Context: an optimization exercise on an open-source flow, tuned for small area and few clock cycles. The choices shown serve that exercise and are no tape-out recipe.
Only simulation tests tie the RTL to the original design; equivalence was not proved.
Power figures rest on the tool's default switching activity, not on a simulated workload.

File: flow/design.v
module c6502
(
    input               clock,
    input               ce,
    input               reset_n,
    output reg  [15:0]  address,
    input       [ 7:0]  in,
    output      [ 7:0]  out,
    output              we
);
localparam [3:0]
    F   = 4'd0,      
    FA  = 4'd1,      
    FB  = 4'd2,      
    OP1 = 4'd3,      
    OP2 = 4'd4,      
    IP1 = 4'd5,      
    IP2 = 4'd6,      
    DAT = 4'd7,      
    BR  = 4'd8,      
    HI  = 4'd9,      
    PSH = 4'd10,     
    PUL = 4'd11,     
    JS2 = 4'd12,     
    RL  = 4'd13,     
    JL  = 4'd14,     
    JH  = 4'd15;     
localparam [1:0] C0 = 2'd0, C1 = 2'd1, CC = 2'd2, CT_ = 2'd3;
reg [7:0] A, X, Y, S, IR, ABL, ABH, PCL, PCH;
reg       N, V, D, I, Z, C, CT;
reg [3:0] st;
wire isF = (st == F) | (st == FA) | (st == FB);
wire [2:0] aaa = IR[7:5];
wire [2:0] bbb = IR[4:2];
wire [1:0] cc  = IR[1:0];
reg eLA, eLX, eLY, eLS, eLFF, ren, rinv, emp, ecen, egsel, eshl, eshr;
reg [1:0] ecin;
reg e_wA, e_wX, e_wY, e_wS, e_nz, e_wC, e_wV, e_bit, e_mem;
reg e_fC, e_fI, e_fD, e_fV;
always @* begin
    {eLA, eLX, eLY, eLS, eLFF} = 5'b0;
    ren = 1'bx; rinv = 1'bx; ecin = 2'bxx;
    emp = 1'bx; ecen = 1'bx; egsel = 1'bx; eshl = 1'b0; eshr = 1'b0;
    e_wA = 0; e_wX = 0; e_wY = 0; e_wS = 0; e_nz = 0; e_wC = 0; e_wV = 0;
    e_bit = 0; e_mem = 0; e_fC = 0; e_fI = 0; e_fD = 0; e_fV = 0;
    case (cc)
    2'b01: begin
        eLA = aaa != 3'd5;
        ren = aaa != 3'd4;
        rinv = aaa[2] & aaa[1];
        e_wA = aaa != 3'd4;
        e_nz = aaa != 3'd4;
        e_mem = aaa == 3'd4;
        case (aaa)
            3'd0: begin emp = 1; ecen = 0; egsel = 1; end                  
            3'd1: begin emp = 0; ecen = 0; egsel = 1; end                  
            3'd2: begin emp = 1; ecen = 0; egsel = 0; end                  
            3'd3: begin emp = 1; ecen = 1; egsel = 0; ecin = CC; e_wC = 1; e_wV = 1; end  
            3'd4, 3'd5: begin emp = 1; ecen = 0; end                       
            3'd6: begin emp = 1; ecen = 1; egsel = 0; ecin = C1; e_wC = 1; end
            default: begin emp = 1; ecen = 1; egsel = 0; ecin = CC; e_wC = 1; e_wV = 1; end  
        endcase
    end
    2'b10: case (aaa)
        3'd0, 3'd1, 3'd2, 3'd3: begin                                      
            eshl = ~aaa[1]; eshr = aaa[1]; e_nz = 1; e_wC = 1;
            rinv = 0;
            if (bbb == 3'b010) begin eLA = 1; ren = 0; e_wA = 1; end
            else begin ren = 1; e_mem = 1; end
        end
        3'd4: begin                                                        
            eLX = 1; ren = 0; rinv = 0; emp = 1; ecen = 0;
            if (bbb == 3'b010) begin e_wA = 1; e_nz = 1; end
            else if (bbb == 3'b110) e_wS = 1;
            else e_mem = 1;
        end
        3'd5: begin                                                        
            e_nz = 1; e_wX = 1; rinv = 0; emp = 1; ecen = 0;
            if (bbb == 3'b010) begin eLA = 1; ren = 0; end
            else if (bbb == 3'b110) begin eLS = 1; ren = 0; end
            else ren = 1;
        end
        3'd6: begin                                                        
            emp = 1; ecen = 1; egsel = 0; ecin = C0; e_nz = 1;
            if (bbb == 3'b010) begin eLX = 1; ren = 0; rinv = 1; e_wX = 1; end
            else begin eLFF = 1; ren = 1; rinv = 0; e_mem = 1; end
        end
        default: begin                                                     
            if (bbb != 3'b010) begin
                ren = 1; rinv = 0; ecin = C1; emp = 1; ecen = 1; egsel = 0; e_nz = 1; e_mem = 1;
            end
        end
    endcase
    default: begin  
        if (bbb == 3'b110) case (aaa)
            3'd0, 3'd1: e_fC = 1;                                          
            3'd2, 3'd3: e_fI = 1;                                          
            3'd4: begin eLY = 1; ren = 0; rinv = 0; emp = 1; ecen = 0; e_wA = 1; e_nz = 1; end  
            3'd5: e_fV = 1;                                                
            default: e_fD = 1;                                             
        endcase
        else if (bbb == 3'b010) begin                                      
            ren = 0; emp = 1; e_nz = 1;
            case (aaa[1:0])
                2'd0: begin eLY = 1; rinv = 1; ecin = C0; ecen = 1; egsel = 0; e_wY = 1; end
                2'd1: begin eLA = 1; rinv = 0; ecen = 0; e_wY = 1; end
                2'd2: begin eLY = 1; rinv = 0; ecin = C1; ecen = 1; egsel = 0; e_wY = 1; end
                default: begin eLX = 1; rinv = 0; ecin = C1; ecen = 1; egsel = 0; e_wX = 1; end
            endcase
        end
        else case (aaa)
            3'd4: begin eLY = 1; ren = 0; rinv = 0; emp = 1; ecen = 0; e_mem = 1; end      
            3'd5: begin ren = 1; rinv = 0; emp = 1; ecen = 0; e_wY = 1; e_nz = 1; end     
            3'd6: begin eLY = 1; ren = 1; rinv = 1; ecin = C1; emp = 1; ecen = 1; egsel = 0; e_nz = 1; e_wC = 1; end  
            3'd7: begin eLX = 1; ren = 1; rinv = 1; ecin = C1; emp = 1; ecen = 1; egsel = 0; e_nz = 1; e_wC = 1; end  
            default: begin eLA = 1; ren = 1; rinv = 0; emp = 0; ecen = 0; egsel = 1; e_bit = 1; end  
        endcase
    end
    endcase
end
wire d_impl = (cc == 2'b00) ? ((bbb == 3'b110) | (bbb == 3'b010 & aaa[2]))
                            : (~cc[0] & ((bbb == 3'b010) | (bbb == 3'b110)));
wire d_imm  = (cc == 2'b01) ? (bbb == 3'b010) : (bbb == 3'b000 & aaa[2]);
wire m_zp   = IR[3:2] == 2'b01;                                
wire m_ind  = cc == 2'b01 & IR[3:2] == 2'b00;                  
wire m_jsr  = IR == 8'h20;
wire m_jmp  = IR[7:6] == 2'b01 & IR[4:0] == 5'b01100;          
wire useY   = (cc == 2'b01) ? (bbb == 3'b110) : (cc[1] & aaa[2:1] == 2'b10 & bbb[2]);
wire useX   = (cc == 2'b01) ? (bbb == 3'b000 | bbb == 3'b101 | bbb == 3'b111) : (bbb[2] & ~useY);
wire i_impl = (in[1:0] == 2'b00) ? ((in[4:2] == 3'b110) | (in[4:2] == 3'b010 & in[7]))
                                 : (~in[0] & ((in[4:2] == 3'b010) | (in[4:2] == 3'b110)));
wire i_bra  = in[4:0] == 5'b10000;
wire i_psh  = {in[7], in[5:0]} == 7'b0_001000;
wire i_pul  = {in[7], in[5:0]} == 7'b0_101000;
wire i_rts  = in == 8'h60;
reg sLA, sLX, sLY, sLS, sLP, sLPL, sLPH, sLFF;
reg sren, srinv, mp, cen, gsel, shl, shr;
reg [1:0] csel;
reg [3:0] nst;
reg wA, wX, wY, wSr, sinc, sdec, wnz, wC, wV, bitop, plp, wm;
reg fC, fI, fD, fV;
reg pcinc, skip, wABL, ablinc, ablh, ablir, wABH, zpf, wIR;
reg [1:0] alo, ahi;  
reg ex;          
wire hz = (st == F) & d_impl & (e_nz | e_wC | e_fC | e_fV);
reg taken;
always @* begin
    {sLA, sLX, sLY, sLS, sLP, sLPL, sLPH, sLFF} = 8'b0;
    sren = 1; srinv = 0; csel = C0; mp = 1; cen = 1; gsel = 0; shl = 0; shr = 0;
    nst = F; ex = 0;
    sinc = 0; sdec = 0; plp = 0; wm = 0; wA = 0; wnz = 0;
    pcinc = 0; skip = 0; wABL = 0; ablinc = 0; ablh = 0; ablir = 0; wABH = 0;
    zpf = 0; alo = 2'd0; ahi = 2'd0; wIR = 0;
    case (st)
    F, FA, FB: begin
        alo = {1'b0, st != F};
        ahi = {1'b0, st == FA};
        pcinc = 1; wIR = 1;
        ex = (st == F) & d_impl;
        skip = i_bra & ~taken & ~hz;
        sinc = i_pul | i_rts;
        nst = i_impl | skip ? F :
              i_bra ? BR : i_psh ? PSH : i_pul ? PUL : i_rts ? RL : OP1;
    end
    OP1: begin
        pcinc = 1;
        if (d_imm) ex = 1;
        else begin
            sLX = useX; sLY = useY; wABL = 1;
            nst = m_jsr ? PSH : m_ind ? IP1 : m_zp ? DAT : OP2;
        end
    end
    OP2: begin
        pcinc = 1; csel = CT_; wABH = 1;
        nst = m_jsr | (m_jmp & ~IR[5]) ? FA : m_jmp ? JL : DAT;
    end
    IP1: begin
        alo = 2'd1; ahi = 2'd1; zpf = 1;
        sLY = IR[4]; wABH = 1;
        wABL = 1; ablinc = 1;
        nst = IP2;
    end
    IP2: begin
        alo = 2'd1; ahi = 2'd1; zpf = 1;
        csel = CT_; wABH = 1;
        wABL = 1; ablh = 1;
        nst = DAT;
    end
    DAT: begin
        alo = 2'd1; ahi = 2'd1; zpf = m_zp;
        ex = 1;
    end
    BR: begin
        sLPL = 1; csel = C1;
        if (btaken) begin
            wABL = 1;
            nst = (CTn ^ in[7]) ? HI : FB;
        end else pcinc = 1;
    end
    HI: begin
        alo = 2'd2; ahi = 2'd2;
        sLPH = IR[4]; sren = ~IR[4]; srinv = IR[4] & ~CT; csel = CT_; wABH = 1;
        nst = FA;
    end
    PSH: begin
        alo = 2'd2; ahi = 2'd2; sren = 0; wm = 1; sdec = 1;
        sLPH = IR[5]; sLA = ~IR[5] & IR[6]; sLP = ~IR[5] & ~IR[6];
        nst = IR[5] ? JS2 : F;
    end
    PUL: begin
        alo = 2'd2; ahi = 2'd2;
        if (IR[6]) begin wA = 1; wnz = 1; end else plp = 1;
    end
    JS2: begin
        alo = 2'd2; ahi = 2'd2; sLPL = 1; sren = 0; wm = 1; sdec = 1;
        nst = OP2;
    end
    RL: begin
        alo = 2'd2; ahi = 2'd2; csel = C1; wABL = 1; sinc = 1;
        nst = HI;
    end
    JL: begin
        alo = 2'd1; ahi = 2'd1; wIR = 1;
        wABL = 1; ablinc = 1;
        nst = JH;
    end
    JH: begin
        alo = 2'd1; ahi = 2'd1; wABH = 1;
        wABL = 1; ablir = 1;
        nst = FA;
    end
    default: ;
    endcase
end
wire uLA  = ex ? eLA  : sLA;
wire uLX  = ex ? eLX  : sLX;
wire uLY  = ex ? eLY  : sLY;
wire uLS  = ex & eLS;
wire uLFF = ex & eLFF;
wire uren  = ex ? ren  : sren;
wire urinv = ex ? rinv : srinv;
wire [1:0] ucin = ex ? ecin : csel;
wire ump   = ex ? emp   : mp;
wire ucen  = ex ? ecen  : cen;
wire ugsel = ex ? egsel : gsel;
wire ushl  = ex & eshl;
wire ushr  = ex & eshr;
wire xA  = ex & e_wA | wA;
wire xX  = ex & e_wX;
wire xY  = ex & e_wY;
wire xS  = ex & e_wS;
wire xnz = ex & e_nz | wnz;
wire xC  = ex & e_wC;
wire xV  = ex & e_wV;
wire xbit = ex & e_bit;
wire xfC = ex & e_fC;
wire xfI = ex & e_fI;
wire xfD = ex & e_fD;
wire xfV = ex & e_fV;
assign we = ex & e_mem | wm;
always @* begin
    case (alo)
        2'd1:    address[7:0] = ABL;
        2'd2:    address[7:0] = S;
        default: address[7:0] = PCL;
    endcase
    case (ahi)
        2'd1:    address[15:8] = ABH & {8{~zpf}};
        2'd2:    address[15:8] = 8'h01;
        default: address[15:8] = PCH;
    endcase
end
wire [15:0] ic;
assign ic[0] = ~skip;
assign ic[1] = skip | address[0];
genvar gi;
generate for (gi = 2; gi < 16; gi = gi + 1) begin : icg
    assign ic[gi] = ic[gi-1] & address[gi-1];
end endgenerate
wire [15:0] inc = address ^ ic;
wire [7:0] L = ({8{uLA}}  & A)   | ({8{uLX}}  & X)   | ({8{uLY}} & Y) |
               ({8{uLS}}  & S)   | ({8{sLP}}  & {N, V, 2'b11, D, I, Z, C}) |
               ({8{sLPL}} & PCL) | ({8{sLPH}} & PCH) | {8{uLFF}};
wire [7:0] R = (in & {8{uren}}) ^ {8{urinv}};
reg cin;
always @* case (ucin)
    C0: cin = 1'b0;
    C1: cin = 1'b1;
    CC: cin = C;
    default: cin = CT;
endcase
wire [7:0] p = L ^ R;
wire [7:0] g = L & R;
wire [8:0] c;
assign c[0] = cin;
generate for (gi = 0; gi < 8; gi = gi + 1) begin : acg
    assign c[gi+1] = g[gi] | (p[gi] & c[gi]);
end endgenerate
wire CTn = c[8];
wire sin = IR[5] & C;            
wire [7:0] core = ((p & {8{ump}}) ^ (c[7:0] & {8{ucen}})) | (g & {8{ugsel}});
wire [7:0] res = ({8{ushl}} & {p[6:0], sin}) | ({8{ushr}} & {sin, p[7:1]}) | ({8{~ushl & ~ushr}} & core);
wire zres = res == 8'h00;
assign out = res;
wire Nn = plp ? res[7] : xbit ? in[7] : xnz ? res[7] : N;
wire Zn = plp ? res[1] : (xbit | xnz) ? zres : Z;
wire Cn = plp ? res[0] : xC ? (ushl ? p[7] : ushr ? p[0] : c[8]) : xfC ? IR[5] : C;
wire Vn = plp ? res[6] : xbit ? in[6] : xV ? c[8] ^ c[7] : ~xfV & V;
wire Dn = plp ? res[3] : xfD ? IR[5] : D;
wire In = plp ? res[2] : xfI ? IR[5] : I;
always @* case (in[7:6])
    2'b00:   taken = N == in[5];
    2'b01:   taken = V == in[5];
    2'b10:   taken = C == in[5];
    default: taken = Z == in[5];
endcase
reg btaken;
always @* case (IR[7:6])
    2'b00:   btaken = N == IR[5];
    2'b01:   btaken = V == IR[5];
    2'b10:   btaken = C == IR[5];
    default: btaken = Z == IR[5];
endcase
always @(posedge clock)
if (!reset_n) begin
    st  <= F;
    IR  <= 8'hEA;                
    PCL <= 8'h00; PCH <= 8'h00;
    A   <= 8'h80; X <= 8'hFE; Y <= 8'hDA; S <= 8'h00;
    N <= 0; V <= 1; D <= 0; I <= 0; Z <= 0; C <= 1;
end else if (ce) begin
    st <= nst;
    CT <= CTn;
    if (wIR) IR <= in;
    if (xA) A <= res;
    if (xX) X <= res;
    if (xY) Y <= res;
    if (xS | sinc | sdec) S <= (xS ? res : S) + {{7{sdec}}, sinc | sdec};
    if (pcinc) begin PCL <= inc[7:0]; PCH <= inc[15:8]; end
    if (wABL) ABL <= ablinc ? inc[7:0] : ablh ? ABH : ablir ? IR : res;
    if (wABH) ABH <= res;
    N <= Nn; Z <= Zn; C <= Cn; V <= Vn; D <= Dn; I <= In;
end
endmodule
File: flow/flow/run.sh
#!/bin/bash
# Standard layout, except that the combinational part of the standard
# synthesis netlist is mapped again for area (flip-flops untouched), and the
# port buffers use the smallest buffer cell.
set -euo pipefail
RES=orfs/results/sky130hd/c6502/base
PORTBUF="BUFFER_PORTS_ARGS=-buffer_cell sky130_fd_sc_hd__buf_1"
bash standard.sh synth > synth.log 2>&1
cp $RES/1_2_yosys.v $RES/1_2_yosys_standard.v
bash flow/remap.sh $RES/1_2_yosys_standard.v $RES/1_2_yosys.v "$PWD/flow/area.abc" remap.log
rm -f $RES/1_synth.odb $RES/1_synth.sdc
bash standard.sh "$PORTBUF" finish > layout.log 2>&1
File: flow/flow/area.abc
strash
dch -f
amap
strash
dch -f
amap -m
topo
dnsize
File: flow/flow/dont_use.txt
-dont_use sky130_fd_sc_hd__lpflow_bleeder_1 -dont_use sky130_fd_sc_hd__lpflow_clkbufkapwr_1 -dont_use sky130_fd_sc_hd__lpflow_clkbufkapwr_16 -dont_use sky130_fd_sc_hd__lpflow_clkbufkapwr_2 -dont_use sky130_fd_sc_hd__lpflow_clkbufkapwr_4 -dont_use sky130_fd_sc_hd__lpflow_clkbufkapwr_8 -dont_use sky130_fd_sc_hd__lpflow_clkinvkapwr_1 -dont_use sky130_fd_sc_hd__lpflow_clkinvkapwr_16 -dont_use sky130_fd_sc_hd__lpflow_clkinvkapwr_2 -dont_use sky130_fd_sc_hd__lpflow_clkinvkapwr_4 -dont_use sky130_fd_sc_hd__lpflow_clkinvkapwr_8 -dont_use sky130_fd_sc_hd__lpflow_decapkapwr_12 -dont_use sky130_fd_sc_hd__lpflow_decapkapwr_3 -dont_use sky130_fd_sc_hd__lpflow_decapkapwr_4 -dont_use sky130_fd_sc_hd__lpflow_decapkapwr_6 -dont_use sky130_fd_sc_hd__lpflow_decapkapwr_8 -dont_use sky130_fd_sc_hd__lpflow_inputiso0n_1 -dont_use sky130_fd_sc_hd__lpflow_inputiso0p_1 -dont_use sky130_fd_sc_hd__lpflow_inputiso1n_1 -dont_use sky130_fd_sc_hd__lpflow_inputiso1p_1 -dont_use sky130_fd_sc_hd__lpflow_inputisolatch_1 -dont_use sky130_fd_sc_hd__lpflow_isobufsrc_1 -dont_use sky130_fd_sc_hd__lpflow_isobufsrc_16 -dont_use sky130_fd_sc_hd__lpflow_isobufsrc_2 -dont_use sky130_fd_sc_hd__lpflow_isobufsrc_4 -dont_use sky130_fd_sc_hd__lpflow_isobufsrc_8 -dont_use sky130_fd_sc_hd__lpflow_isobufsrckapwr_16 -dont_use sky130_fd_sc_hd__lpflow_lsbuf_lh_hl_isowell_tap_1 -dont_use sky130_fd_sc_hd__lpflow_lsbuf_lh_hl_isowell_tap_2 -dont_use sky130_fd_sc_hd__lpflow_lsbuf_lh_hl_isowell_tap_4 -dont_use sky130_fd_sc_hd__lpflow_lsbuf_lh_isowell_4 -dont_use sky130_fd_sc_hd__lpflow_lsbuf_lh_isowell_tap_1 -dont_use sky130_fd_sc_hd__lpflow_lsbuf_lh_isowell_tap_2 -dont_use sky130_fd_sc_hd__lpflow_lsbuf_lh_isowell_tap_4 -dont_use sky130_fd_sc_hd__probe_p_8 -dont_use sky130_fd_sc_hd__probec_p_8 
File: flow/flow/remap.sh
#!/bin/bash
# remap.sh IN_V OUT_V ABC_SCRIPT LOG
# Maps the combinational logic of the standard synthesis netlist again, with an
# area-oriented ABC script. Flip-flop instances (names, cell types and
# connections) are kept exactly as the standard synthesis made them.
set -euo pipefail
IN=$1; OUT=$2; SCR=$3; LOG=$4
HERE=$(cd "$(dirname "$0")" && pwd)
LIB=$FLOW_HOME/platforms/sky130hd/lib/sky130_fd_sc_hd__tt_025C_1v80.lib
DU=$(cat "$HERE/dont_use.txt")
SEQ=$(grep -oE "sky130_fd_sc_hd__(e?df|sdf|dl)[a-z0-9_]+" "$IN" | sort -u | tr '\n' ' ')
YS=$PWD/remap.ys
cat > "$YS" <<EOY
read_liberty -ignore_miss_func $LIB
read_verilog $IN
hierarchy -top c6502
setattr -mod -set keep_hierarchy 1 $SEQ
flatten
blackbox $SEQ
opt_clean -purge
abc -liberty $LIB $DU -D 10000 -script $SCR
opt_clean -purge
hilomap -singleton -hicell sky130_fd_sc_hd__conb_1 HI -locell sky130_fd_sc_hd__conb_1 LO
insbuf -buf sky130_fd_sc_hd__buf_4 A X
splitnets
opt_clean -purge
select -module c6502
stat -liberty $LIB
select -clear
write_verilog -noattr -nohex -nodec -selected $OUT.tmp
EOY
yosys -s "$YS" > "$LOG" 2>&1
# keep only the top module
awk '/^module c6502/{p=1} p{print} /^endmodule/{if(p) exit}' "$OUT.tmp" > "$OUT"
rm -f "$OUT.tmp"
File: flow/standard.sh
#!/bin/bash
# synth_recipe.tcl (not shown) runs the flow's synth.tcl, then flattens the netlist and writes it again
# the make line also repeats each setting of config.mk as NAME=value (left out here)
make -C /OpenROAD-flow-scripts/flow DESIGN_CONFIG=/design/flow/config.mk WORK_HOME=/design/flow/orfs CLKGATE_MAP_FILE= SYNTH_SCRIPT=/design/flow/synth_recipe.tcl "${@:-finish}"
File: flow/config.mk
export PLATFORM = sky130hd
export DESIGN_NAME = c6502
export DESIGN_NICKNAME = c6502
export VERILOG_FILES = /design/flow/design.v
export SDC_FILE = /design/flow/constraint.sdc
export NUM_CORES = 4
export LEC_CHECK = 0
export ABC_AREA = 1
export CAP_MARGIN = 20
export CORE_MARGIN = 2
export CORE_UTILIZATION = 40
export GPL_TIMING_DRIVEN = 0
export SLEW_MARGIN = 20
File: flow/constraint.sdc
create_clock -name core_clock -period 10.0 [get_ports {clock}]
set_input_delay 2.0000 -clock core_clock [delete_from_list [all_inputs] [get_ports {clock}]]
set_output_delay 2.0000 -clock core_clock [all_outputs]
set_load 0.01 [all_outputs]
==> impl_metrics.json, run 1 <==
{
  "grt-ovfl-total": 0,
  "leakagePower_nw": 2.15,
  "postSynthCellCount": 855,
  "dr.pass1.iters": 7,
  "place_ws_ns": -0.504,
  "drv_cap": 0,
  "hpwl_mm": 17.3,
  "tritoncts": "yes",
  "min_period_over_period_pct": 95.3,
  "track_usage_pct": 29.3,
  "worst_pin_slew_ns": 1.02,
  "diodes": 0,
  "cp_num_buf_inv": 6,
  "power_density_nw_per_um2": 202,
  "nNetsFinal": 917,
  "crit_cells": 34,
  "r2r_slack_ns": 1.45,
  "path_clk_slew_ns": 0.07,
  "timing.final.ws_setup_ns": 0.473,
  "routed-via-count": 6783,
  "ir_drop_mv": 0.174,
  "finalCriticalPeriod_ns": 9.53,
  "route.detailed.drc": 0,
  "p_comb_share_pct": 43.9,
  "seqPwrFrac_pct": 30.5,
  "io_buffer_count": 35,
  "grt_pass1_vias": 6263,
  "viasPerCell": 6.19,
  "fin_util_pct": 45.8,
  "antenna_found_initial": 0,
  "cts_max_level": 3,
  "critPathLaunch": "IR[3]",
  "final_cells": 1095,
  "ctsHoldBuffers": 0,
  "worstReg2RegEnd": "S[7]",
  "synth_warnings": 1,
  "start_kind": "flop",
  "detail-route-antenna-nets": 0,
  "io-pin-count": 36,
  "r2r_start": "IR[3]",
  "critPathMaxFanout": 11,
  "rows": 44,
  "cts-root-buf": "clkbuf_16",
  "crit_top_cell": "nor2_1",
  "rsz0062_at_grt": "false",
  "place_area_um2": 6250,
  "drt-wirelength-per-cell_um": 21.0,
  "endpoint_kind": "output pin",
  "area_growth_pct": 13.3,
  "design_area_um2": 6580,
  "max_clock_freq_mhz": 105,
  "cpMaxStageDelayCell": "or3_1",
  "dieArea_um2": 15500,
  "p_int_w": 0.000750,
  "die_h_um": 125,
  "avgSynthCellArea_um2": 6.80,
  "pwr-share-clk_pct": 25.6,
  "slew_headroom_pct": 31.6,
  "clk_latency_ns": 0.36,
  "synth_nets": 866,
  "start_util_pct": 40.4,
  "hp-class": "reg2reg",
  "switching_share_pct": 43.7,
  "worstPathArrival_ns": 7.53,
  "reg2reg_depth": 39,
  "cts_max_path_buffers": 2,
  "synth_area_um2": 5810,
  "numCtsBuffers": 9,
  "cts.sinks": 83,
  "clock_skew_ns": 0.0124,
  "critical_path.endpoint": "out[7]",
  "grt_pass1_wl_mm": 36.1,
  "grt_max_degree": 50,
  "drive_above_1_share_pct": 3.84,
  "crit_required_ns": 8.00,
  "design.core.area_um2": 14400,
  "placed_cells": 1078,
  "final_hold_viol_count": 0,
  "die_x_um": 125,
  "critical_path.top_delay_family": "compound AO/OA/AOI/OAI gates",
  "path_class": "reg2out",
  "slowest_delay_ns": 0.63,
  "drt_iter0_drc": 892,
  "setup_viol": 0,
  "status": "timing/DRC/antenna clean",
  "finalWeightedCongestion": 0.962,
  "power_switching_w": 0.000583,
  "wl_mm": 23.0,
  "drv_slew": 0
}
==> power groups by stage <==
stage | Combinational, W | Sequential (W) | Clock [W]
2_1_floorplan | 0.000375 | 0.000403 | 0
4_1_cts | 0.000567 | 0.000406 | 0.000341
6_report | 0.000585 | 0.000407 | 0.000341
3_3_place_gp | 0.000558 | 0.000412 | 0
3_5_place_dp | 0.000561 | 0.000413 | 0
5_1_grt | 0.000634 | 0.000409 | 0.000352
==> what timing repair did <==
action | in CTS | in global routing
gates resized for setup | 5 | 4
buffers inserted | 0 | 0
endpoints found under the setup margin | 4 | 3
pin swaps | 0 | 1
==> flip-flops by register name, summed over array words and instances, names as in the netlist, 8 cells and up <==
name / count
S: 8
Y: 8
ABH: 8
PCH: 8
X: 8
A: 8
IR: 8
ABL: 8
PCL: 8
==> per-layer routing <==
metal | routed length, um | global-route usage, % | part of all wire, % | vias up
li1 | - | - | - | 3257
met4 | 676 | 10.4 | 2.9 | 0
met5 | 0 | 0 | 0 | -
met3 | 1750 | 4.85 | 7.6 | 55
met1 | 10400 | 41.1 | 45 | 3142
met2 | 10200 | 45.6 | 44 | 329
==> through the flow <==
step,total power (W),hold slack [ns],TNS [ns]
global route,0.00139,0.490,0
finish,0.00133,0.463,0
global placement,0.000970,0.456,-6.02
CTS,0.00131,0.466,0
detailed placement,0.000974,0.456,-0.666
floorplan,0.000778,0.428,0
==> cell type report <==
class                   count  area [um2]
fillers                  1497        7780
multi-input cells         653        3610
flip-flops and latches     83        1830
inverters                 119         449
clock buffers              12         268
well taps                 184         230
repair buffers             40         165
clock inverters             4        31.3
==> layout by cell type, fill, tap and decap left out, drive strengths merged, types with 21 or more instances in the layout <==
master    n
o22ai    33
nor2    184
dfxtp    66
nor3     21
buf      39
clkinv  122
a211oi   24
a221oi   23
a21oi    46
o21ai    99
nand2    65
==> worst reg2reg max path, delay by kind of cell (launching register included) <==
family / cells / cell delay [ns]
AOI/OAI and AO/OA: 17 / 3.72
buffers and inverters: 6 / 1.58
DFF: 1 / 0.41
and+or+nand+nor: 16 / 2.75
==> how the worst min path moves through the flow <==
stage / from / to / slack (ns) / cells past startpoint
after floorplan: PCH[2] / PCH[2] / 0.43 / 2
after global placement: PCH[4] / PCH[4] / 0.46 / 2
after detailed placement: PCH[3] / PCH[3] / 0.46 / 2
after CTS: PCH[3] / PCH[3] / 0.47 / 2
after global routing: PCH[4] / PCH[4] / 0.49 / 2
final: PCH[3] / PCH[3] / 0.46 / 2
Testbench counts, summed over its fixed seeds: cycles 85,565.
==> inputs of run 2 (changes only) <==
==> flow/flow/area.abc (replaced) <==
strash
&get -n
&deepsyn -T 60
&put
amap -m
topo
dnsize
==> impl_metrics.json, run 2 <==
{
  "status": "timing/DRC/antenna clean",
  "route.detailed.drc": 0,
  "hpwl_mm": 17.0,
  "worst_pin_slew_ns": 1.16,
  "clock_skew_ns": 0.00738,
  "cts_max_level": 3,
  "power_density_nw_per_um2": 182,
  "p_int_w": 0.000665,
  "dieArea_um2": 14500,
  "io_buffer_count": 35,
  "avgSynthCellArea_um2": 7.08,
  "final_cells": 993,
  "ctsHoldBuffers": 0,
  "crit_required_ns": 8.00,
  "rsz0062_at_grt": "false",
  "routed-via-count": 6314,
  "detail-route-antenna-nets": 0,
  "numCtsBuffers": 9,
  "fin_tns_setup_ns": 0,
  "wl_mm": 21.7,
  "synth_warnings": 1,
  "crit_top_cell": "clkinv_1",
  "critical_path.top_delay_family": "compound AO/OA/AOI/OAI gates",
  "postSynthCellCount": 764,
  "diodes": 0,
  "leakagePower_nw": 2.01,
  "io-pin-count": 36,
  "setup_viol": 0,
  "grt-ovfl-total": 0,
  "design_area_um2": 6130,
  "power_switching_w": 0.000450,
  "switching_share_pct": 40.3,
  "grt_pass1_wl_mm": 33.5,
  "cp_num_buf_inv": 10,
  "slew_headroom_pct": 22.0,
  "drv_slew": 0,
  "worstPathArrival_ns": 7.55,
  "cts.sinks": 83,
  "finalWeightedCongestion": 1.03,
  "endpoint_kind": "output pin",
  "drive_above_1_share_pct": 3.06,
  "slowest_delay_ns": 0.48,
  "synth_nets": 775,
  "reg2reg_depth": 32,
  "hp-class": "reg2reg",
  "path_clk_slew_ns": 0.07,
  "max_clock_freq_mhz": 105,
  "fillers": 1418,
  "die_h_um": 120,
  "crit_cells": 31,
  "grt_max_degree": 19,
  "track_usage_pct": 30.4,
  "design.core.area_um2": 13200,
  "critPathMaxFanout": 9,
  "min_path_cells": 2,
  "synth_area_um2": 5410,
  "nNetsFinal": 823,
  "clk_latency_ns": 0.36,
  "tritoncts": "yes",
  "start_util_pct": 40.9,
  "pwr-share-clk_pct": 31.6,
  "seqPwrFrac_pct": 35.3,
  "rows": 42,
  "cpMaxStageDelayCell": "dfxtp_1",
  "die_x_um": 120,
  "cts-root-buf": "clkbuf_16",
  "ir_drop_mv": 0.118,
  "viasPerCell": 6.36,
  "area_growth_pct": 13.2,
  "antenna_found_initial": 0,
  "grt_pass1_vias": 5768,
  "final_hold_viol_count": 0,
  "drt_iter0_drc": 1055,
  "min_period_over_period_pct": 95.5,
  "mostFrequentLayoutCells": "clkinv_1 (140), nor2_1 (140), dfxtp_1 (66)",
  "p_comb_share_pct": 33.0,
  "dr.pass1.iters": 7,
  "placed_cells": 977,
  "cts_max_path_buffers": 2,
  "start_kind": "flop",
  "drt-wirelength-per-cell_um": 21.8,
  "finalCriticalPeriod_ns": 9.55,
  "drv_cap": 0,
  "cts_setup_buffers": 0,
  "path_class": "reg2out",
  "place_area_um2": 5800
}
[run 2: repair_timing]
item | CTS | global route
gates resized for setup | 1 | 3
endpoints found under the setup margin | 1 | 2
endpoints found under the hold margin | 0 | 0
[run 2: path summary, 6_finish.rpt]
path,startpoint,to,slack [ns]
min,A[6],A[6],0.46
max reg2reg,st[1],S[7],1.53
max,st[1],out[6],0.45
min reg2reg,A[6],A[6],0.46
[run 2: power by group through the flow]
stage / clock network, W / logic, W / registers, W
3_3_place_gp: 0 / 0.000349 / 0.000400
2_1_floorplan: 0 / 0.000231 / 0.000389
6_report: 0.000353 / 0.000368 / 0.000394
3_5_place_dp: 0 / 0.000353 / 0.000400
5_1_grt: 0.000367 / 0.000398 / 0.000395
4_1_cts: 0.000351 / 0.000356 / 0.000393
[run 2: layout make-up]
cell class	count	area [um2]	area share [%]
Clock inverter	7	83.8	1.37
Clock buffer	9	225	3.68
Tap cell	176	220	3.59
Sequential cell	83	1830	29.9
Timing Repair Buffer	37	141	2.31
Multi-Input combinational cell	541	3100	50.6
Inverter	140	526	8.58
[run 2: metrics by stage]
step	power [W]	util, %	hold WS [ns]	worst slack, ns
floorplan	0.000620	-	0.432	2.79
global placement	0.000749	43.5	0.441	0.529
detailed placement	0.000753	43.8	0.452	0.420
CTS	0.00110	46.2	0.461	0.309
global route	0.00116	46.3	0.481	0.0755
finish	0.00111	46.3	0.458	0.450
[run 2: layer usage]
| layer | vias to the layer above | part of all wire (%) | GRT usage [%] |
|---|---|---|---|
| met5 | - | 0 | 0 |
| met4 | 0 | 4.2 | 12.2 |
| met3 | 69 | 9.6 | 6.84 |
| met2 | 354 | 43 | 46.7 |
| met1 | 2953 | 43 | 41.5 |
| li1 | 2938 | - | - |
[run 2: worst register-to-register path, delay by kind of cell, from the launching register on]
kind | cells | cell delay, ns
AO/OA/AOI/OAI | 9 | 2.20
buffers and inverters | 9 | 2.03
flip-flops | 1 | 0.48
AND/OR/NAND/NOR | 14 | 3.68
==> inputs of run 3 (changes only) <==
==> flow/flow/run.sh (replaced) <==
#!/bin/bash
# Standard layout, except that:
# - the combinational part of the standard synthesis netlist is mapped again
#   for area (flip-flops untouched: same names, cells and connections);
# - the port buffers use the smallest buffer cell;
# - clock tree synthesis uses clkbuf_8 and inserts no dummy loads.
set -euo pipefail
RES=orfs/results/sky130hd/c6502/base
VARS=("BUFFER_PORTS_ARGS=-buffer_cell sky130_fd_sc_hd__buf_1"
      "CTS_ARGS=-sink_clustering_enable -repair_clock_nets -dont_use_dummy_load -buf_list sky130_fd_sc_hd__clkbuf_8")
bash standard.sh synth > synth.log 2>&1
cp $RES/1_2_yosys.v $RES/1_2_yosys_standard.v
bash flow/remap.sh $RES/1_2_yosys_standard.v $RES/1_2_yosys.v "$PWD/flow/area.abc" remap.log
rm -f $RES/1_synth.odb $RES/1_synth.sdc
bash standard.sh "${VARS[@]}" finish > layout.log 2>&1
--- a/flow/config.mk
+++ b/flow/config.mk
@@ -8,6 +8,6 @@
 export ABC_AREA = 1
 export CAP_MARGIN = 20
 export CORE_MARGIN = 2
-export CORE_UTILIZATION = 40
+export CORE_UTILIZATION = 55
 export GPL_TIMING_DRIVEN = 0
 export SLEW_MARGIN = 20
==> impl_metrics.json, run 3 <==
{
  "status": "timing/DRC/antenna clean",
  "detail-route-antenna-nets": 0,
  "placed_cells": 933,
  "numCtsBuffers": 9,
  "synth_area_um2": 5410,
  "switching_share_pct": 42.2,
  "critPathMaxFanout": 9,
  "path_clk_slew_ns": 0.08,
  "dieArea_um2": 10600,
  "endpoint_kind": "output pin",
  "drt-wirelength-per-cell_um": 21.8,
  "max_clock_freq_mhz": 107,
  "cts_max_path_buffers": 2,
  "route.detailed.drc": 0,
  "seqPwrFrac_pct": 41.6,
  "design.core.area_um2": 9640,
  "final_hold_viol_count": 0,
  "clk_latency_ns": 0.36,
  "finalWeightedCongestion": 1.07,
  "drv_cap": 0,
  "fin_util_pct": 61.1,
  "slew_headroom_pct": 27.4,
  "ir_drop_mv": 0.119,
  "place_area_um2": 5730,
  "track_usage_pct": 38.9,
  "avgSynthCellArea_um2": 7.08,
  "die_h_um": 103,
  "multi_input_area_um2": 3090,
  "nNetsFinal": 824,
  "start_kind": "flop",
  "wl_mm": 20.6,
  "antenna_found_initial": 0,
  "drv_slew": 0,
  "min_period_over_period_pct": 93.8,
  "mostFrequentLayoutCells": "clkinv_1 (140), nor2_1 (140), dfxtp_1 (66)",
  "start_util_pct": 56.1,
  "drive_above_1_share_pct": 2.22,
  "whs_ns": 0.463,
  "fin_tns_setup_ns": 0,
  "finalCriticalPeriod_ns": 9.38,
  "grt_pass1_wl_mm": 30.9,
  "fillers": 915,
  "postSynthCellCount": 764,
  "path_class": "reg2out",
  "tritoncts": "yes",
  "rsz0062_at_grt": "false",
  "grt_max_degree": 19,
  "pwr-share-clk_pct": 19.8,
  "cpMaxStageDelayCell": "dfxtp_1",
  "crit_required_ns": 8.00,
  "design_area_um2": 5890,
  "worst_pin_slew_ns": 1.09,
  "synth_nets": 775,
  "crit_top_cell": "clkinv_1",
  "grt_pass1_vias": 5597,
  "cts-root-buf": "clkbuf_8",
  "io_buffer_count": 35,
  "routed-via-count": 6408,
  "grt-ovfl-total": 0,
  "leakagePower_nw": 1.94,
  "power_switching_w": 0.000400,
  "cts.sinks": 83,
  "area_growth_pct": 8.79,
  "hp-class": "reg2reg",
  "diodes": 0,
  "die_x_um": 103,
  "slowest_delay_ns": 0.47,
  "clock_skew_ns": 0.0359,
  "viasPerCell": 6.79,
  "worstPathArrival_ns": 7.38,
  "ctsHoldBuffers": 0,
  "hpwl_mm": 16.0,
  "synth_warnings": 1,
  "drt_iter0_drc": 902,
  "rows": 36,
  "setup_viol": 0,
  "io-pin-count": 36,
  "dr.pass1.iters": 9,
  "seq_area_um2": 1830,
  "power_density_nw_per_um2": 161,
  "p_int_w": 0.000548,
  "cts_max_level": 3,
  "p_comb_share_pct": 38.6,
  "final_cells": 944
}
-- run 3: layout make-up --
| type | count | share of cell area [%] |
|---|---|---|
| multi-input combinational | 541 | 52.5 |
| sequential | 83 | 31.1 |
| inverter | 140 | 8.93 |
| tap | 133 | 2.83 |
| timing repair buffer | 38 | 2.49 |
| clock buffer | 9 | 2.10 |
-- run 3: path summary, 6_finish.rpt --
path,slack (ns),cells after the start,start,end
setup / recovery,0.62,31,st[1],out[6]
hold / removal,0.46,2,X[0],X[0]
setup reg to reg,1.82,32,st[1],S[7]
hold reg to reg,0.46,2,X[0],X[0]
-- run 3: metrics by stage --
step | power (W) | worst slack [ns]
finish | 0.000948 | 0.623
floorplan | 0.000620 | 2.79
detailed placement | 0.000746 | 0.677
CTS | 0.000927 | 0.294
global placement | 0.000740 | 0.694
global route | 0.000990 | 0.174
-- run 3: layer usage --
layer  up-vias  track usage (%)  share of wire [%]
met5         -                0                  0
met4         0             15.6                4.0
met3        78             10.8                 14
met2       488             59.3                 44
met1      2920             52.4                 38
li1       2922                -                  -
-- run 3: what timing repair did --
action                     in CTS  in global routing
gates resized for setup         0                  4
setup buffers                   0                  0
setup endpoints to repair       0                  3
-- run 3: power groups by stage --
stage	Combinational [W]	Sequential, W	Clock, W
after detailed placement	0.000346	0.000400	0
final	0.000366	0.000394	0.000188
after global placement	0.000341	0.000400	0
after floorplan	0.000231	0.000389	0
after CTS	0.000348	0.000392	0.000187
after global routing	0.000395	0.000395	0.000200
-- run 3: worst max-delay path: cells and delay by family (launching register included) --
kind | cells | cell delay, ns
and+or+nand+nor | 8 | 1.20
AOI/OAI and AO/OA | 13 | 3.12
buffers and inverters | 10 | 2.23
DFF | 1 | 0.47
==> inputs of run 4 (changes only) <==
--- a/flow/design.v
+++ b/flow/design.v
@@ -71,13 +71,13 @@
         3'd4: begin                                                        
             eLX = 1; ren = 0; rinv = 0; emp = 1; ecen = 0;
             if (bbb == 3'b010) begin e_wA = 1; e_nz = 1; end
-            else if (bbb == 3'b110) e_wS = 1;
+            else if (bbb == 3'b110) begin ecin = C1; ecen = 1; egsel = 0; e_wS = 1; end  
             else e_mem = 1;
         end
         3'd5: begin                                                        
             e_nz = 1; e_wX = 1; rinv = 0; emp = 1; ecen = 0;
             if (bbb == 3'b010) begin eLA = 1; ren = 0; end
-            else if (bbb == 3'b110) begin eLS = 1; ren = 0; end
+            else if (bbb == 3'b110) begin eLS = 1; ren = 0; rinv = 1; ecin = C0; ecen = 1; egsel = 0; end  
             else ren = 1;
         end
         3'd6: begin                                                        
@@ -158,7 +158,7 @@
         pcinc = 1; wIR = 1;
         ex = (st == F) & d_impl;
         skip = i_bra & ~taken & ~hz;
-        sinc = i_pul | i_rts;
+        sdec = i_psh;
         nst = i_impl | skip ? F :
               i_bra ? BR : i_psh ? PSH : i_pul ? PUL : i_rts ? RL : OP1;
     end
@@ -166,7 +166,7 @@
         pcinc = 1;
         if (d_imm) ex = 1;
         else begin
-            sLX = useX; sLY = useY; wABL = 1;
+            sLX = useX; sLY = useY; wABL = 1; sdec = m_jsr;
             nst = m_jsr ? PSH : m_ind ? IP1 : m_zp ? DAT : OP2;
         end
     end
@@ -200,19 +200,20 @@
     HI: begin
         alo = 2'd2; ahi = 2'd2;
         sLPH = IR[4]; sren = ~IR[4]; srinv = IR[4] & ~CT; csel = CT_; wABH = 1;
+        sinc = ~IR[4];
         nst = FA;
     end
     PSH: begin
-        alo = 2'd2; ahi = 2'd2; sren = 0; wm = 1; sdec = 1;
+        alo = 2'd2; ahi = 2'd2; sren = 0; wm = 1; sdec = IR[5];
         sLPH = IR[5]; sLA = ~IR[5] & IR[6]; sLP = ~IR[5] & ~IR[6];
         nst = IR[5] ? JS2 : F;
     end
     PUL: begin
-        alo = 2'd2; ahi = 2'd2;
+        alo = 2'd2; ahi = 2'd2; sinc = 1;
         if (IR[6]) begin wA = 1; wnz = 1; end else plp = 1;
     end
     JS2: begin
-        alo = 2'd2; ahi = 2'd2; sLPL = 1; sren = 0; wm = 1; sdec = 1;
+        alo = 2'd2; ahi = 2'd2; sLPL = 1; sren = 0; wm = 1;
         nst = OP2;
     end
     RL: begin
@@ -321,12 +322,19 @@
     2'b10:   btaken = C == IR[5];
     default: btaken = Z == IR[5];
 endcase
+wire [7:0] sb = xS ? res : S;
+wire [8:0] sbw;
+assign sbw[0] = sdec;
+generate for (gi = 0; gi < 8; gi = gi + 1) begin : sbg
+    assign sbw[gi+1] = sbw[gi] & ~sb[gi];
+end endgenerate
+wire [7:0] sn = sb ^ sbw[7:0];
 always @(posedge clock)
 if (!reset_n) begin
     st  <= F;
     IR  <= 8'hEA;                
     PCL <= 8'h00; PCH <= 8'h00;
-    A   <= 8'h80; X <= 8'hFE; Y <= 8'hDA; S <= 8'h00;
+    A   <= 8'h80; X <= 8'hFE; Y <= 8'hDA; S <= 8'h01;
     N <= 0; V <= 1; D <= 0; I <= 0; Z <= 0; C <= 1;
 end else if (ce) begin
     st <= nst;
@@ -335,7 +343,8 @@
     if (xA) A <= res;
     if (xX) X <= res;
     if (xY) Y <= res;
-    if (xS | sinc | sdec) S <= (xS ? res : S) + {{7{sdec}}, sinc | sdec};
+    if (sinc) S <= inc[7:0];
+    else if (xS | sdec) S <= sn;
     if (pcinc) begin PCL <= inc[7:0]; PCH <= inc[15:8]; end
     if (wABL) ABL <= ablinc ? inc[7:0] : ablh ? ABH : ablir ? IR : res;
     if (wABH) ABH <= res;
==> impl_metrics.json, run 4 <==
{
  "critPathMaxFanout": 8,
  "rows": 36,
  "worstReg2RegEnd": "S[7]",
  "crit_required_ns": 8.00,
  "path_class": "reg2out",
  "finalWeightedCongestion": 0.989,
  "worst_pin_slew_ns": 1.16,
  "nNetsFinal": 844,
  "fin_tns_setup_ns": 0,
  "antenna_found_initial": 0,
  "cp_num_buf_inv": 7,
  "whs_ns": 0.462,
  "cts_max_path_buffers": 2,
  "holdPathEnd": "A[6]",
  "cts-root-buf": "clkbuf_8",
  "drt_iter0_drc": 879,
  "reg2reg_depth": 34,
  "power.total_w": 0.00104,
  "routed-via-count": 6407,
  "finalCriticalPeriod_ns": 9.38,
  "status": "timing/DRC/antenna clean",
  "route.detailed.drc": 0,
  "hpwl_mm": 16.1,
  "cts.sinks": 83,
  "final_hold_viol_count": 0,
  "fin_util_pct": 61.5,
  "grt_pass1_vias": 6039,
  "area_growth_pct": 9.32,
  "hp-class": "reg2reg",
  "start_util_pct": 56.3,
  "cpMaxStageDelayCell": "or3_1",
  "r2r_slack_ns": 2.04,
  "max_clock_freq_mhz": 107,
  "io_buffer_count": 35,
  "design.core.area_um2": 9680,
  "place_area_um2": 5770,
  "crit_top_cell": "nor2_1",
  "start_kind": "flop",
  "viasPerCell": 6.65,
  "rsz0062_at_grt": "false",
  "drv_cap": 0,
  "setup_viol": 0,
  "power_density_nw_per_um2": 174,
  "critical_path.top_delay_family": "compound AO/OA/AOI/OAI gates",
  "clock_skew_ns": 0.0214,
  "dieArea_um2": 10700,
  "tritoncts": "yes",
  "drv_slew": 0,
  "clk_latency_ns": 0.37,
  "numCtsBuffers": 9,
  "final_common_cell": "nor2_1",
  "min_period_over_period_pct": 93.8,
  "diodes": 0,
  "min_path_cells": 2,
  "grt-ovfl-total": 0,
  "endpoint_kind": "output pin",
  "leakagePower_nw": 1.87,
  "path_clk_slew_ns": 0.07,
  "grt_max_degree": 17,
  "r2r_start": "IR[3]",
  "die_h_um": 104,
  "postSynthCellCount": 783,
  "design_area_um2": 5960,
  "worstPathArrival_ns": 7.38,
  "grt_pass1_wl_mm": 32.8,
  "die_x_um": 104,
  "slowest_delay_ns": 0.49,
  "synth_warnings": 1,
  "dr.pass1.iters": 10,
  "ir_drop_mv": 0.124,
  "slew_headroom_pct": 22.0,
  "avgSynthCellArea_um2": 6.96,
  "detail-route-antenna-nets": 0,
  "holdCritStartpoint": "A[6]",
  "mostFrequentLayoutCells": "nor2_1 (153), clkinv_1 (148), dfxtp_1 (66)",
  "synth_area_um2": 5450,
  "drt-wirelength-per-cell_um": 21.5,
  "io-pin-count": 36,
  "drive_above_1_share_pct": 2.77,
  "track_usage_pct": 38.8,
  "cts_max_level": 3,
  "wl_mm": 20.7,
  "synth_nets": 794
}
## run 4: where the power goes
part	switching (W)	internal [W]	total, W	leakage [nW]
clock network	0.000115	0.0000807	0.000196	0.0647
logic	0.000329	0.000121	0.000450	1.12
registers	0.0000205	0.000373	0.000394	0.692
## run 4: worst reg2reg max path, delay by kind of cell, from the launching register on
| family | cells | cell delay (ns) |
|---|---|---|
| buf+inv | 6 | 1.71 |
| compound gates | 14 | 3.30 |
| flops | 1 | 0.39 |
| simple gates | 14 | 2.50 |
## run 4: layout make-up
class | count | area, um2
Inverter | 150 | 571
Sequential cell | 83 | 1830
Fill cell | 928 | 3720
Clock buffer | 9 | 124
Timing Repair Buffer | 39 | 161
Multi-Input combinational cell | 550 | 3110
Tap cell | 133 | 166
## run 4: how the worst max path moves through the flow
stage | cells past startpoint | startpoint | slack (ns) | endpoint
5_1_grt | 33 | IR[0] | 0.20 | out[7]
4_1_cts | 32 | IR[0] | 0.04 | out[7]
3_5_place_dp | 32 | IR[0] | -0.15 | out[7]
2_1_floorplan | 30 | IR[0] | 2.50 | out[7]
3_3_place_gp | 31 | IR[0] | -0.14 | out[7]
6_report | 33 | IR[3] | 0.62 | out[7]
## run 4: per-stage QoR
stage               cells  setup slack (ns)
CTS                   962            0.0369
global placement      951            -0.142
floorplan             783              2.50
global route          964             0.199
detailed placement    953            -0.153
finish                964             0.617
## run 4: routing by layer
| layer | vias to the layer above | share of wire (%) | GRT usage (%) |
|---|---|---|---|
| li1 | 2962 | - | - |
| met1 | 2946 | 40 | 50.7 |
| met2 | 424 | 44 | 60.5 |
| met3 | 75 | 11 | 10.6 |
| met4 | 0 | 4.7 | 17.1 |
| met5 | - | 0 | 0 |
## run 4: timing repair
action	4_1_cts	5_1_grt
buffers inserted	0	2
gates resized for setup	3	6
pin swaps	0	2
endpoints found under the setup margin	1	2
hold buffers	0	0
gates cloned	0	0
Testbench counts of run 4, summed over its fixed seeds: cycles 85,565.
==> inputs of run 5 (changes only) <==
==> flow/flow/run.sh (replaced) <==
#!/bin/bash
# Standard layout, except that the combinational part of the standard
# synthesis netlist is mapped again for area (flip-flops untouched), and the
# port buffers use the smallest buffer cell.
set -euo pipefail
RES=orfs/results/sky130hd/c6502/base
PORTBUF="BUFFER_PORTS_ARGS=-buffer_cell sky130_fd_sc_hd__buf_1"
bash standard.sh synth > synth.log 2>&1
cp $RES/1_2_yosys.v $RES/1_2_yosys_standard.v
bash flow/remap.sh $RES/1_2_yosys_standard.v $RES/1_2_yosys.v "$PWD/flow/area.abc" remap.log
rm -f $RES/1_synth.odb $RES/1_synth.sdc
bash standard.sh "$PORTBUF" finish > layout.log 2>&1
--- a/flow/config.mk
+++ b/flow/config.mk
@@ -8,6 +8,7 @@
 export ABC_AREA = 1
 export CAP_MARGIN = 20
 export CORE_MARGIN = 2
-export CORE_UTILIZATION = 55
+export CORE_UTILIZATION = 40
+export CTS_BUF_LIST = sky130_fd_sc_hd__clkbuf_8
 export GPL_TIMING_DRIVEN = 0
 export SLEW_MARGIN = 20
==> impl_metrics.json, run 5 <==
{
  "setup_viol": 0,
  "numCtsBuffers": 9,
  "cpMaxStageDelayCell": "or3_1",
  "crit_top_cell": "nor2_1",
  "cts.sinks": 83,
  "cts_max_path_buffers": 2,
  "io-pin-count": 36,
  "cts_setup_buffers": 0,
  "final_hold_viol_count": 0,
  "path_clk_slew_ns": 0.10,
  "leakagePower_nw": 1.89,
  "avgSynthCellArea_um2": 6.96,
  "start_util_pct": 41.0,
  "area_growth_pct": 10.9,
  "drv_slew": 0,
  "min_period_over_period_pct": 93.8,
  "place_ws_ns": -0.203,
  "place_area_um2": 5830,
  "hp-class": "reg2reg",
  "slowest_delay_ns": 0.49,
  "track_usage_pct": 30.5,
  "worstPathArrival_ns": 7.38,
  "clk_latency_ns": 0.40,
  "design_area_um2": 6050,
  "tritoncts": "yes",
  "grt_pass1_wl_mm": 33.6,
  "detail-route-antenna-nets": 0,
  "grt_pass1_vias": 5750,
  "endpoint_kind": "output pin",
  "finalCriticalPeriod_ns": 9.38,
  "cts-root-buf": "clkbuf_8",
  "drv_cap": 0,
  "hpwl_mm": 17.0,
  "worst_pin_slew_ns": 1.22,
  "finalWeightedCongestion": 0.954,
  "critPathMaxFanout": 8,
  "status": "timing/DRC/antenna clean",
  "route.detailed.drc": 0,
  "path_class": "reg2out",
  "drt_iter0_drc": 946,
  "synth_nets": 794,
  "start_kind": "flop",
  "drt-wirelength-per-cell_um": 21.7,
  "die_h_um": 121,
  "nNetsFinal": 842,
  "clock_skew_ns": 0.0220,
  "postSynthCellCount": 783,
  "power_density_nw_per_um2": 178,
  "ir_drop_mv": 0.121,
  "slew_headroom_pct": 16.7,
  "cts_max_level": 3,
  "rsz0062_at_grt": "false",
  "design.core.area_um2": 13300,
  "rows": 42,
  "synth_warnings": 1,
  "dieArea_um2": 14600,
  "grt_max_degree": 17,
  "drive_above_1_share_pct": 3.35,
  "routed-via-count": 6386,
  "synth_area_um2": 5450,
  "max_clock_freq_mhz": 107,
  "antenna_found_initial": 0,
  "diodes": 0,
  "final_common_cell": "nor2_1",
  "wl_mm": 22.0,
  "die_x_um": 121,
  "fillers": 1394,
  "viasPerCell": 6.31,
  "dr.pass1.iters": 9,
  "mostFrequentLayoutCells": "nor2_1 (153), clkinv_1 (149), dfxtp_1 (66)",
  "ctsHoldBuffers": 0,
  "grt-ovfl-total": 0,
  "timing.final.ws_setup_ns": 0.619,
  "crit_required_ns": 8.00,
  "io_buffer_count": 35
}
-- run 5: metrics by stage --
step / instances / utilization (%) / power (W) / setup TNS (ns) / hold WS (ns)
floorplan: 783 / - / 0.000666 / 0 / 0.433
global placement: 994 / 43.6 / 0.000826 / -0.186 / 0.445
detailed placement: 996 / 43.8 / 0.000832 / -0.203 / 0.450
CTS: 1012 / 45.2 / 0.00106 / 0 / 0.462
global route: 1012 / 45.5 / 0.00113 / 0 / 0.473
finish: 1012 / 45.5 / 0.00108 / 0 / 0.459
-- run 5: repair_timing --
item | in CTS | in global routing
endpoints found under the setup margin | 1 | 3
pin swaps | 0 | 0
gates resized for setup | 3 | 7
-- run 5: area by class of cell --
type	instances	area [um2]	area share [%]
Sequential cell	83	1830	30.3
Clock buffer	9	124	2.05
Inverter	150	567	9.37
Multi-Input combinational cell	550	3110	51.4
Timing Repair Buffer	37	146	2.42
Clock inverter	7	48.8	0.807
Tap cell	176	220	3.64
-- run 5: where the power goes --
group	switching, W	internal [W]
sequential	0.0000218	0.000373
clock	0.000140	0.0000915
combinational	0.000334	0.000118
total	0.000496	0.000582
-- run 5: layer usage --
layer,global-route usage [%],share of wire (%)
met1,42.5,43
met2,46.7,45
met3,6.65,10
met4,10.2,2.1
met5,0,0
-- run 5: worst paths after layout --
check,start,to,slack [ns],cells after the start
worst max-delay path,IR[3],out[7],0.62,32
worst min-delay path,A[6],A[6],0.46,2
worst max register to register,IR[3],S[7],2.18,34
worst min register to register,A[6],A[6],0.46,2
-- run 5: critical path, delay by kind of cell, from the launching register on --
family,cells,cell delay [ns]
DFF,1,0.40
buffers and inverters,6,1.34
AOI/OAI and AO/OA,12,2.77
and+or+nand+nor,14,2.46
==> inputs of run 6 (changes only) <==
--- a/flow/config.mk
+++ b/flow/config.mk
@@ -9,6 +9,5 @@
 export CAP_MARGIN = 20
 export CORE_MARGIN = 2
 export CORE_UTILIZATION = 40
-export CTS_BUF_LIST = sky130_fd_sc_hd__clkbuf_8
 export GPL_TIMING_DRIVEN = 0
 export SLEW_MARGIN = 20
==> impl_metrics.json, run 6 <==
{
  "path_clk_slew_ns": 0.07,
  "drv_slew": 0,
  "tritoncts": "yes",
  "place_ws_ns": -0.203,
  "path_class": "reg2out",
  "antenna_found_initial": 0,
  "grt-busiest-layer": "met2",
  "power_switching_w": 0.000504,
  "p_int_w": 0.000661,
  "grt_pass1_vias": 5757,
  "final_hold_viol_count": 0,
  "route.detailed.drc": 0,
  "globalRouteMet1Util_pct": 42.6,
  "cts-root-buf": "clkbuf_16",
  "cts.sinks": 83,
  "clk_latency_ns": 0.36,
  "reg2reg_depth": 34,
  "max_clock_freq_mhz": 107,
  "final_common_cell": "nor2_1",
  "worstPathArrival_ns": 7.33,
  "slew_headroom_pct": 19.7,
  "start_kind": "flop",
  "setup_viol": 0,
  "avgSynthCellArea_um2": 6.96,
  "io-pin-count": 36,
  "routed-via-count": 6399,
  "status": "timing/DRC/antenna clean",
  "drv_cap": 0,
  "hp-class": "reg2reg",
  "placed_cells": 996,
  "p_comb_share_pct": 38.6,
  "ir_drop_mv": 0.125,
  "final_cells": 1012,
  "worst_pin_slew_ns": 1.17,
  "diodes": 0,
  "rows": 42,
  "cts_max_path_buffers": 2,
  "clock_skew_ns": 0.0160,
  "postSynthCellCount": 783,
  "use_met3_pct": 6.89,
  "cpMaxStageDelayCell": "or3_1",
  "critPathMaxFanout": 8,
  "synth_nets": 794,
  "ctsHoldBuffers": 0,
  "dieArea_um2": 14600,
  "cts_max_level": 3,
  "worstReg2RegEnd": "S[7]",
  "holdCritStartpoint": "A[6]",
  "drt-wirelength-per-cell_um": 21.7,
  "holdPathEnd": "A[6]",
  "pwr-share-clk_pct": 27.5,
  "whs_ns": 0.457,
  "mostFrequentLayoutCells": "nor2_1 (153), clkinv_1 (149), dfxtp_1 (66)",
  "die_h_um": 121,
  "rsz0062_at_grt": "false",
  "synth_area_um2": 5450,
  "r2r_start": "IR[3]",
  "r2r_slack_ns": 2.24,
  "critPathLaunch": "IR[3]",
  "finalCriticalPeriod_ns": 9.33,
  "grt-ovfl-total": 0,
  "leakagePower_nw": 1.94,
  "grt_pass1_wl_mm": 33.7,
  "slowest_delay_ns": 0.50,
  "die_x_um": 121,
  "endpoint_kind": "output pin",
  "groute.layer.met2.usage_pct": 46.3,
  "crit_required_ns": 8.00,
  "nNetsFinal": 842,
  "synth_warnings": 1,
  "start_util_pct": 41.0,
  "track_usage_pct": 30.6,
  "wl_mm": 22.0,
  "io_buffer_count": 35,
  "fin_util_pct": 46.3,
  "switching_share_pct": 43.3,
  "grt_max_degree": 17,
  "timing.final.ws_setup_ns": 0.669,
  "viasPerCell": 6.32,
  "detail-route-antenna-nets": 0,
  "area_growth_pct": 12.8,
  "min_period_over_period_pct": 93.3,
  "drt_iter0_drc": 1036,
  "power_density_nw_per_um2": 189,
  "numCtsBuffers": 9,
  "seqPwrFrac_pct": 33.9,
  "min_path_cells": 2,
  "fillers": 1393,
  "dr.pass1.iters": 8,
  "hpwl_mm": 17.0,
  "drive_above_1_share_pct": 3.35,
  "design.core.area_um2": 13300,
  "crit_top_cell": "nor2_1",
  "finalWeightedCongestion": 0.954
}
[run 6: power groups by stage]
stage / clock [W] / combinational, W / sequential, W
5_1_grt: 0.000338 / 0.000488 / 0.000397
4_1_cts: 0.000324 / 0.000433 / 0.000394
3_5_place_dp: 0 / 0.000431 / 0.000401
3_3_place_gp: 0 / 0.000425 / 0.000401
6_report: 0.000320 / 0.000449 / 0.000395
2_1_floorplan: 0 / 0.000274 / 0.000393
[run 6: critical path: cells and delay by family, from the launching register on]
kind                   cells  cell delay (ns)
and+or+nand+nor           14             2.48
buffers and inverters      6             1.33
DFF                        1             0.39
AOI/OAI and AO/OA         12             2.76
[run 6: routing by layer]
metal	up-vias	routed length [um]
met5	-	0
met1	2987	9450
met4	0	590
met3	44	2230
met2	392	9720
li1	2976	-
[run 6: worst max-delay path by stage]
stage                  end  slack, ns  depth (start not counted)
floorplan           out[7]       2.50                         30
global placement    out[7]      -0.19                         28
detailed placement  out[7]      -0.20                         29
CTS                 out[7]       0.09                         32
global route        out[7]       0.15                         31
finish              out[7]       0.67                         32
[run 6: final cells by class]
type	count	area [um2]	area share, %
Multi-Input combinational cell	550	3110	50.6
Timing Repair Buffer	37	146	2.38
Inverter	150	567	9.22
Sequential cell	83	1830	29.8
Clock inverter	7	48.8	0.793
Tap cell	176	220	3.58
Clock buffer	9	225	3.66
[run 6: per-stage QoR]
step / total power [W] / setup TNS [ns] / instance area, um2
6_report: 0.00117 / 0 / 6150
5_1_grt: 0.00122 / 0 / 6150
4_1_cts: 0.00115 / 0 / 6110
3_5_place_dp: 0.000832 / -0.203 / 5830
3_3_place_gp: 0.000826 / -0.186 / 5800
2_1_floorplan: 0.000666 / 0 / 5450
[run 6: what timing repair did]
action,CTS,global route
hold endpoints to repair,0,0
setup buffers,0,0
resized for setup,3,7
endpoints found under the setup margin,1,3
==> inputs of run 7 (changes only) <==
--- a/flow/design.v
+++ b/flow/design.v
@@ -71,7 +71,7 @@
         3'd4: begin                                                        
             eLX = 1; ren = 0; rinv = 0; emp = 1; ecen = 0;
             if (bbb == 3'b010) begin e_wA = 1; e_nz = 1; end
-            else if (bbb == 3'b110) begin ecin = C1; ecen = 1; egsel = 0; e_wS = 1; end  
+            else if (bbb == 3'b110) begin ecin = CT_; ecen = 1; egsel = 0; e_wS = 1; end  
             else e_mem = 1;
         end
         3'd5: begin                                                        
@@ -158,7 +158,7 @@
         pcinc = 1; wIR = 1;
         ex = (st == F) & d_impl;
         skip = i_bra & ~taken & ~hz;
-        sdec = i_psh;
+        sdec = i_psh & ~xS;
         nst = i_impl | skip ? F :
               i_bra ? BR : i_psh ? PSH : i_pul ? PUL : i_rts ? RL : OP1;
     end
@@ -288,7 +288,7 @@
     C0: cin = 1'b0;
     C1: cin = 1'b1;
     CC: cin = C;
-    default: cin = CT;
+    default: cin = ex ? ~i_psh : CT;
 endcase
 wire [7:0] p = L ^ R;
 wire [7:0] g = L & R;
@@ -322,7 +322,7 @@
     2'b10:   btaken = C == IR[5];
     default: btaken = Z == IR[5];
 endcase
-wire [7:0] sb = xS ? res : S;
+wire [7:0] sb = S;
 wire [8:0] sbw;
 assign sbw[0] = sdec;
 generate for (gi = 0; gi < 8; gi = gi + 1) begin : sbg
@@ -332,7 +332,7 @@
 always @(posedge clock)
 if (!reset_n) begin
     st  <= F;
-    IR  <= 8'hEA;                
+    IR[0] <= 1'b1;               
     PCL <= 8'h00; PCH <= 8'h00;
     A   <= 8'h80; X <= 8'hFE; Y <= 8'hDA; S <= 8'h01;
     N <= 0; V <= 1; D <= 0; I <= 0; Z <= 0; C <= 1;
@@ -344,7 +344,8 @@
     if (xX) X <= res;
     if (xY) Y <= res;
     if (sinc) S <= inc[7:0];
-    else if (xS | sdec) S <= sn;
+    else if (xS) S <= res;
+    else if (sdec) S <= sn;
     if (pcinc) begin PCL <= inc[7:0]; PCH <= inc[15:8]; end
     if (wABL) ABL <= ablinc ? inc[7:0] : ablh ? ABH : ablir ? IR : res;
     if (wABH) ABH <= res;
==> flow/flow/run.sh (replaced) <==
#!/bin/bash
# Standard layout, except that:
# - the combinational part of the standard synthesis netlist is mapped again
#   for area, twice (flip-flops untouched: same names, cells and connections);
# - the port buffers use the smallest buffer cell;
# - clock tree synthesis uses clkbuf_8 and inserts no dummy loads.
set -euo pipefail
RES=orfs/results/sky130hd/c6502/base
VARS=("BUFFER_PORTS_ARGS=-buffer_cell sky130_fd_sc_hd__buf_1"
      "CTS_ARGS=-sink_clustering_enable -repair_clock_nets -dont_use_dummy_load -buf_list sky130_fd_sc_hd__clkbuf_8 -sink_clustering_size 30 -sink_clustering_max_diameter 150")
bash standard.sh synth > synth.log 2>&1
cp $RES/1_2_yosys.v $RES/1_2_yosys_standard.v
bash flow/remap.sh $RES/1_2_yosys_standard.v $RES/1_2_yosys_pass1.v "$PWD/flow/area.abc" remap1.log
bash flow/remap.sh $RES/1_2_yosys_pass1.v $RES/1_2_yosys.v "$PWD/flow/area.abc" remap2.log
rm -f $RES/1_synth.odb $RES/1_synth.sdc
bash standard.sh "${VARS[@]}" finish > layout.log 2>&1
--- a/flow/config.mk
+++ b/flow/config.mk
@@ -8,6 +8,6 @@
 export ABC_AREA = 1
 export CAP_MARGIN = 20
 export CORE_MARGIN = 2
-export CORE_UTILIZATION = 40
+export CORE_UTILIZATION = 55
 export GPL_TIMING_DRIVEN = 0
 export SLEW_MARGIN = 20
==> impl_metrics.json, run 7 <==
{
  "worstReg2RegEnd": "Z",
  "start_kind": "flop",
  "nNetsFinal": 808,
  "cts.sinks": 83,
  "tritoncts": "yes",
  "seq_area_um2": 1900,
  "cts-root-buf": "clkbuf_8",
  "drt_iter0_drc": 915,
  "synth_nets": 762,
  "ir_drop_mv": 0.0736,
  "grt_pass1_vias": 5745,
  "drv_cap": 0,
  "numCtsBuffers": 9,
  "grt_max_degree": 18,
  "cts_setup_buffers": 0,
  "endpoint_kind": "output pin",
  "mostFrequentLayoutCells": "clkinv_1 (147), nor2_1 (145), o21ai_0 (76)",
  "drt-wirelength-per-cell_um": 22.6,
  "detail-route-antenna-nets": 0,
  "final_common_cell": "clkinv_1",
  "finalWeightedCongestion": 1.03,
  "rows": 36,
  "r2r_slack_ns": 2.71,
  "crit_top_cell": "nor2_1",
  "track_usage_pct": 40.0,
  "cpMaxStageDelayCell": "a221oi_1",
  "critPathLaunch": "IR[0]",
  "clk_latency_ns": 0.38,
  "cts_max_path_buffers": 2,
  "status": "timing/DRC/antenna clean",
  "slowest_delay_ns": 0.70,
  "design_area_um2": 5850,
  "path_class": "reg2out",
  "ctsHoldBuffers": 0,
  "clock_skew_ns": 0.0259,
  "worst_pin_slew_ns": 1.16,
  "rsz0062_at_grt": "false",
  "io-pin-count": 36,
  "route.detailed.drc": 0,
  "viasPerCell": 6.89,
  "finalCriticalPeriod_ns": 9.23,
  "fillers": 899,
  "diodes": 0,
  "placed_cells": 919,
  "grt_pass1_wl_mm": 31.6,
  "grt-ovfl-total": 0,
  "io_buffer_count": 35,
  "final_cells": 928,
  "reg2reg_depth": 30,
  "max_clock_freq_mhz": 108,
  "worstPathArrival_ns": 7.23,
  "fin_tns_setup_ns": 0,
  "crit_required_ns": 8.00,
  "drv_slew": 0,
  "drive_above_1_share_pct": 1.64,
  "slew_headroom_pct": 22.7,
  "min_period_over_period_pct": 92.3,
  "fin_util_pct": 60.6,
  "postSynthCellCount": 751,
  "path_clk_slew_ns": 0.07,
  "die_h_um": 103,
  "synth_warnings": 1,
  "design.core.area_um2": 9640,
  "routed-via-count": 6398,
  "dieArea_um2": 10600,
  "critPathMaxFanout": 16,
  "antenna_found_initial": 0,
  "multi_input_area_um2": 2970,
  "critical_path.endpoint": "out[7]",
  "leakagePower_nw": 1.85,
  "final_hold_viol_count": 0,
  "setup_viol": 0,
  "hpwl_mm": 16.3,
  "wl_mm": 20.9,
  "place_area_um2": 5700,
  "avgSynthCellArea_um2": 7.19,
  "power.total_w": 0.000846,
  "hp-class": "reg2reg",
  "cts_max_level": 3,
  "start_util_pct": 56.0,
  "r2r_start": "IR[0]",
  "die_x_um": 103,
  "dr.pass1.iters": 9,
  "synth_area_um2": 5400,
  "area_growth_pct": 8.25,
  "power_density_nw_per_um2": 145
}
==> run 7: repair_timing <==
action / in CTS / in global routing
endpoints found under the setup margin: 0 / 1
resized for setup: 0 / 1
hold endpoints to repair: 0 / 0
==> run 7: layer usage <==
metal  vias to the layer above  GRT usage, %  part of all wire (%)  wire [um]
li1                       2854             -                     -          -
met1                      2922          54.3                    38       8040
met2                       542          61.1                    44       9190
met3                        80          8.27                    13       2740
met4                         0          18.8                   4.6        971
met5                         -             0                     0          0
==> run 7: worst min path at each step <==
stage / start / end / slack, ns / cells after the start
after floorplan: A[1] / A[1] / 0.44 / 2
after global placement: A[2] / A[2] / 0.45 / 2
after detailed placement: A[1] / A[1] / 0.46 / 2
after CTS: A[1] / A[1] / 0.47 / 2
after global routing: A[3] / A[3] / 0.49 / 2
final: A[3] / A[3] / 0.48 / 2
==> run 7: worst max-delay path, delay by kind of cell, from the launching register on <==
family                 cells  cell delay, ns
AOI/OAI and AO/OA          9            3.17
and+or+nand+nor           15            2.30
buffers and inverters      4            0.95
DFF                        1            0.43
==> run 7: layout make-up <==
cell class | count | share of cell area (%)
inverter | 147 | 9.44
multi-input combinational | 521 | 50.8
timing repair buffer | 35 | 2.25
sequential | 83 | 32.5
tap | 133 | 2.85
clock buffer | 9 | 2.12
==> run 7: where the power goes <==
group / internal, W / switching (W) / total (W)
Combinational: 0.0000708 / 0.000198 / 0.000269
Sequential: 0.000365 / 0.0000170 / 0.000382
Clock: 0.0000806 / 0.000114 / 0.000195
Total: 0.000517 / 0.000330 / 0.000846
==> run 7: metrics by stage <==
stage	hold slack, ns	worst slack (ns)
final	0.475	0.770
after global placement	0.453	0.536
after detailed placement	0.460	0.577
after floorplan	0.444	2.78
after CTS	0.471	0.179
after global routing	0.485	0.0515
Testbench counts of run 7, summed over its fixed seeds: cycles 85,565.

Setup slack of run 7, layout unchanged: 0.770 ns with ideal ports, 0.732 ns with driving cells assumed (clock clkbuf_16, inputs buf_2), 1.137 ns with port delays also shifted by the 0.405 ns mid clock arrival.
